Context: an optimization exercise on an open-source flow, tuned for small area, a short achievable clock period and few clock cycles. The choices shown serve that exercise and are no tape-out recipe. In this exercise RTL edits were held to simulation tests only and were not proved equivalent to the original. Power and IR drop assume default switching activity.

build 72:
==> flow/design.v <==
module pfx_add #(parameter W = 16) (input [W-1:0] a, input [W-1:0] b, output [W-1:0] s);
  reg [W-1:0] g, p;
  integer l, i, k;
  always @* begin
    g = a & b;
    p = a ^ b;
    for (l = 1; l < W; l = l * 2)
      for (i = 0; i < W; i = i + 1)
        if (i & l) begin
          k = (i & ~(l - 1)) - 1;
          g[i] = g[i] | (p[i] & g[k]);
          p[i] = p[i] & p[k];
        end
  end
  assign s = (a ^ b) ^ {g[W-2:0], 1'b0};
endmodule
module potato_cpu(input clk, input rst_n, input [7:0] start_pc,
      input [15:0] mem_rdata,
      output [7:0] mem_addr, output mem_we, output [15:0] mem_wdata,
      output halted, output [15:0] out);
  reg [127:0] R;         
  reg [15:0] ir;         
  reg        iv;         
  reg        fv;         
  reg [7:0]  nf;         
  reg [7:0]  lf;         
  reg        rf;         
  reg        ldp;        
  reg [2:0]  ldr;        
  reg [7:0]  ea;         
  reg        eok;        
  reg [15:0] outr;       
  reg [7:0]  sa;         
  reg [7:0]  sb;         
  reg        s_n, s_l, s_r, s_a;    
  reg        f_mem;      
  reg        f_ldr;      
  reg        f_halt;     
  reg        f_add;      
  reg        f_sum;      
  wire is_alu   = ir[15] & ~ir[14] & ir[13];          
  wire is_mov   = ir[15] & ir[14] & ~ir[13];          
  wire is_movim = is_mov & ir[12];
  wire is_cmp   = is_alu & ~ir[12] & ir[11];
  wire is_and   = is_alu & ir[12] & ~ir[11];
  wire is_mvn   = is_alu & ir[12] & ir[11];
  wire halt    = iv & f_halt;
  wire ready   = iv & ~ldp;
  wire stall   = ready & f_mem & ~eok;
  wire exec    = ready & ~stall;
  wire use_ea  = ready & f_mem & eok;
  wire load_ir = ~ldp & ~halt & ~stall;
  reg [15:0] a, b;
  integer j;
  always @* begin
    a = 16'd0;
    b = 16'd0;
    for (j = 0; j < 8; j = j + 1) begin
      a = a | ({16{sa[j]}} & R[16*j +: 16]);
      b = b | ({16{sb[j]}} & R[16*j +: 16]);
    end
  end
  wire [15:0] bb = ({16{s_n}} & b) | ({16{s_l}} & {b[14:0], 1'b0})
                 | ({16{s_r}} & {s_a & b[15], b[15:1]})
                 | ({16{f_ldr}} & {{11{ir[4]}}, ir[4:0]});
  wire [15:0] sum;
  pfx_add #(16) add16(.a(a), .b(bb), .s(sum));
  wire [15:0] lres = is_and ? (a & bb) : (is_mvn ? ~bb : bb);    
  wire [15:0] res  = f_sum ? sum : lres;
  wire        wr_ex = exec & ((is_alu & ~is_cmp) | is_mov);
  wire        wen   = ldp | wr_ex;
  wire [2:0]  wa    = ldp ? ldr : (is_movim ? ir[10:8] : ir[7:5]);
  wire [15:0] wde   = ldp ? mem_rdata : {{8{ir[7]}}, ir[7:0]};
  wire        wsum  = ~ldp & f_add;
  wire [15:0] wd    = wsum ? sum : ((ldp | is_movim) ? wde : lres);
  genvar gi;
  generate for (gi = 0; gi < 8; gi = gi + 1) begin : rfw
    always @(posedge clk) if (wen && wa == gi) R[16*gi +: 16] <= wd;
  end endgenerate
  wire out_en = exec & ((is_alu & ~is_cmp) | (is_mov & ~ir[12]) | f_mem);
  always @(posedge clk) if (out_en) outr <= res;
  wire [15:0] nir = load_ir ? mem_rdata : ir;
  wire        n_ldr = ~nir[15];
  wire        n_str = nir[15] & ~nir[14] & ~nir[13];
  wire        n_sh  = nir[15] & (nir[14] ^ nir[13]);   
  wire [2:0]  n_rb  = n_str ? nir[7:5] : nir[2:0];
  wire [15:0] c;
  assign c = R[16*nir[10:8] +: 16];
  wire        wr_erl = ldp | (exec & is_movim);      
  wire [7:0]  eab = (wr_erl & (wa == nir[10:8])) ? wde[7:0] : c[7:0];
  wire [7:0]  ea_n;
  pfx_add #(8) add8(.a(eab), .b({{3{nir[4]}}, nir[4:0]}), .s(ea_n));
  wire hazard  = use_ea & ~f_ldr & fv & (ea == lf);
  wire refetch = rf | (stall & fv);
  assign mem_addr  = ~rst_n ? start_pc : (use_ea ? ea : (refetch ? lf : nf));
  assign mem_we    = use_ea & ~f_ldr;
  assign mem_wdata = b;
  always @(posedge clk) begin
    if (~rst_n) begin
      nf  <= start_pc + 8'd1;
      lf  <= start_pc;
      rf  <= 1'b0;
      fv  <= 1'b1;
      iv  <= 1'b0;
      ldp <= 1'b0;
    end else begin
      if (~use_ea & ~refetch) begin
        lf <= nf;
        nf <= nf + 8'd1;
      end
      rf  <= hazard;
      fv  <= ~use_ea;
      ldp <= use_ea & f_ldr;
      if (load_ir) iv <= fv & ~hazard;
    end
    ldr <= ir[7:5];
    if (load_ir) ir <= mem_rdata;
    sa     <= 8'd1 << nir[10:8];
    sb     <= 8'd1 << n_rb;
    s_n    <= ~n_ldr & ~(n_sh & (nir[4] | nir[3]));
    s_l    <= n_sh & ~nir[4] & nir[3];
    s_r    <= n_sh & nir[4];
    s_a    <= nir[3];
    f_mem  <= n_ldr | n_str;
    f_ldr  <= n_ldr;
    f_halt <= nir[15] & nir[14] & nir[13];
    f_add  <= nir[15] & ~nir[14] & nir[13] & ~nir[12] & ~nir[11];
    f_sum  <= n_ldr | (nir[15] & ~nir[14] & nir[13] & ~nir[12] & ~nir[11]);
    ea     <= ea_n;
    eok    <= ~(wen & ~wr_erl & (wa == nir[10:8]));
  end
  assign halted = halt;
  assign out = outr;
endmodule
Settings: LEC_CHECK=0, CAP_MARGIN=20, CORE_MARGIN=2, CORE_UTILIZATION=55, CTS_BUF_LIST=sky130_fd_sc_hd__clkbuf_8, CTS_CLUSTER_DIAMETER=200, CTS_CLUSTER_SIZE=14, SETUP_SLACK_MARGIN=1.5, SLEW_MARGIN=20; clock period 5.5 ns.
standard.sh (not shown) runs the stock make flow with config.mk's settings and CLKGATE_MAP_FILE= SYNTH_SCRIPT=/design/flow/synth_recipe.tcl, a recipe that flattens the netlist after the stock synthesis.
==> flow/flow/run.sh <==
#!/bin/bash
# Own layout flow: the standard ORFS flow, with the I/O port buffers made
# from plain buffers (sky130_fd_sc_hd__buf_1) instead of delay cells, and the
# resizer free to change a cell's footprint. Everything else is standard.
set -euo pipefail
cd "$(dirname "$0")/.."
bash standard.sh MATCH_CELL_FOOTPRINT=0 "BUFFER_PORTS_ARGS=-buffer_cell sky130_fd_sc_hd__buf_1" finish > flow_make.log 2>&1
Testbench counts of build 72, summed over its fixed seeds: cycles 17,907.
[inputs] build 31 vs build 72
# build 72
export LEC_CHECK = 0
export CAP_MARGIN = 20
export CORE_MARGIN = 2
export CORE_UTILIZATION = 55
export CTS_BUF_LIST = sky130_fd_sc_hd__clkbuf_8
export CTS_CLUSTER_DIAMETER = 200
export CTS_CLUSTER_SIZE = 14
export SETUP_SLACK_MARGIN = 1.5
export SLEW_MARGIN = 20
create_clock -name core_clock -period 5.5 [get_ports {clk}]
# build 31
export LEC_CHECK = 0
export CAP_MARGIN = 20
export CORE_MARGIN = 2
export CORE_UTILIZATION = 55
export CTS_BUF_LIST = sky130_fd_sc_hd__clkbuf_16
export CTS_CLUSTER_DIAMETER = 200
export CTS_CLUSTER_SIZE = 24
export SETUP_SLACK_MARGIN = 1.5
export SLEW_MARGIN = 20
create_clock -name core_clock -period 5.5 [get_ports {clk}]
==> flow/flow/run.sh <==
#!/bin/bash
# Own layout flow: the standard ORFS flow, with the I/O port buffers made
# from plain buffers (sky130_fd_sc_hd__buf_2) instead of delay cells, and the
# resizer free to change a cell's footprint. Everything else is standard.
set -euo pipefail
cd "$(dirname "$0")/.."
bash standard.sh MATCH_CELL_FOOTPRINT=0 "BUFFER_PORTS_ARGS=-buffer_cell sky130_fd_sc_hd__buf_2" finish > flow_make.log 2>&1
--- outcome ---
Compared with build 72, build 31 shows share of the cycle needed by the critical path after routing lower by 0.42 points.
The final reports for build 31 and build 72 show overall routed net length higher in the former.
Re inverter count of the layout excluding clock inverters: no difference whatsoever between build 72 and build 31.
Of build 72 and build 31, the lower largest voltage drop on the vdd net belongs to build 72.
A launch point of the critical path of ldp$_SDFF_PN0_ is what build 31 shows, while R[33]$_DFFE_PP_ belongs to build 72.
Count of unique library cells instantiated by Yosys: build 72 vs build 31 — no meaningful difference
Number of cells on the critical path of build 31 is on par with build 72.
Summary of build 31 over build 72: design area rose by about 0.44%; total power now sits higher.
Changes in build 67 relative to build 31:
# build 31
export LEC_CHECK = 0
export CAP_MARGIN = 20
export CORE_MARGIN = 2
export CORE_UTILIZATION = 55
export CTS_BUF_LIST = sky130_fd_sc_hd__clkbuf_16
export CTS_CLUSTER_DIAMETER = 200
export CTS_CLUSTER_SIZE = 24
export SETUP_SLACK_MARGIN = 1.5
export SLEW_MARGIN = 20
create_clock -name core_clock -period 5.5 [get_ports {clk}]
# build 67
export LEC_CHECK = 0
export CAP_MARGIN = 20
export CORE_MARGIN = 2
export CORE_UTILIZATION = 45
export CTS_BUF_LIST = sky130_fd_sc_hd__clkbuf_8
export CTS_CLUSTER_DIAMETER = 200
export CTS_CLUSTER_SIZE = 14
export SETUP_SLACK_MARGIN = 1.5
export SLEW_MARGIN = 20
create_clock -name core_clock -period 5.5 [get_ports {clk}]
## What came out
For build 31, the top metal layer carrying routed signals was met5, unlike build 67, where it was met4. Summary of the comparison: wire length is higher in build 67, relative to build 31. Build 67 and build 31 ended up with nearly the same post-route clock period utilization. From build 31 to build 67 the numbers moved as follows: post-route antenna net violation count held; slew of the pin with the lowest slew margin went up 5.9 ps. Run comparison: build 31 capturing element of the worst setup path ea[7]$_DFF_P_; build 67 capturing element of the worst setup path R[121]$_DFFE_PP_.
Inputs modified between build 67 and build 35:
# build 67
export LEC_CHECK = 0
export CAP_MARGIN = 20
export CORE_MARGIN = 2
export CORE_UTILIZATION = 45
export CTS_BUF_LIST = sky130_fd_sc_hd__clkbuf_8
export CTS_CLUSTER_DIAMETER = 200
export CTS_CLUSTER_SIZE = 14
export SETUP_SLACK_MARGIN = 1.5
export SLEW_MARGIN = 20
create_clock -name core_clock -period 5.5 [get_ports {clk}]
# build 35
export LEC_CHECK = 0
export CAP_MARGIN = 20
export CORE_MARGIN = 2
export CORE_UTILIZATION = 55
export SETUP_SLACK_MARGIN = 1.2
export SLEW_MARGIN = 20
create_clock -name core_clock -period 5.5 [get_ports {clk}]
==> notes.md <==
Build 35: final critical-path share of the clock period 3.6 points above build 67
Leakage power: build 35 and build 67 compared, higher one is build 35
Die area, build 35 and build 67: larger value in build 67
Lower filler cell count in the final layout was reported by build 35, not build 67.
Part of the power in the clock network in build 35 is 12 points above build 67.
Looking at least setup slack across all paths after layout, build 35 sits 200 ps lower than build 67 does.
On final standard cell area without fillers: build 35 sits above build 67.
Relative to build 67, maximum achievable frequency has gone down in build 35.
The run showing the greater share of total power consumed by net switching is build 67.
For the hold slack, build 35 came in 3.0 ps lower than build 67 did.
Global-route wire length before repair: build 35 vs build 67 — no meaningful difference

afterwards: timing with drivers on the ports:
How much do the figures lean on ideal ports? The routed layouts below were timed once more, with nothing changed but the port constraints.
Step 1, drivers: a clkbuf_16 drives clk and a buf_2 each remaining input, both assumed.
Step 2, shift: input delay + t, output delay - t, t = (earliest + latest rising clock arrival at the registers) / 2. This alone moves slack from input paths to output paths.
Three values: ideal, step 1, step 2; two values: the first two.
| run | t (ns) | setup WS [ns] | hold slack, ns | worst slew at a driven data input, ns | pins driven straight from the clock port |
|---|---|---|---|---|---|
| build 72 | 0.560 | 1.531 / 1.531 / 1.204 | 0.416 / 0.416 / 0.416 | 0.06 | 1 |
| build 31 | 0.534 | 1.554 / 1.554 / 1.198 | 0.401 / 0.401 / 0.401 | 0.04 | 1 |
| build 67 | 0.589 | 1.558 / 1.558 / 1.257 | 0.394 / 0.394 / 0.394 | 0.05 | 1 |
| build 35 | 0.572 | 1.362 / 1.362 / 1.044 | 0.391 / 0.391 / 0.391 | 0.06 | 1 |
After both steps setup and hold are still met in every run listed. For build 31, which loses most, drivers alone change the setup slack by 0.000 ns; drivers and shift together by -0.356 ns.
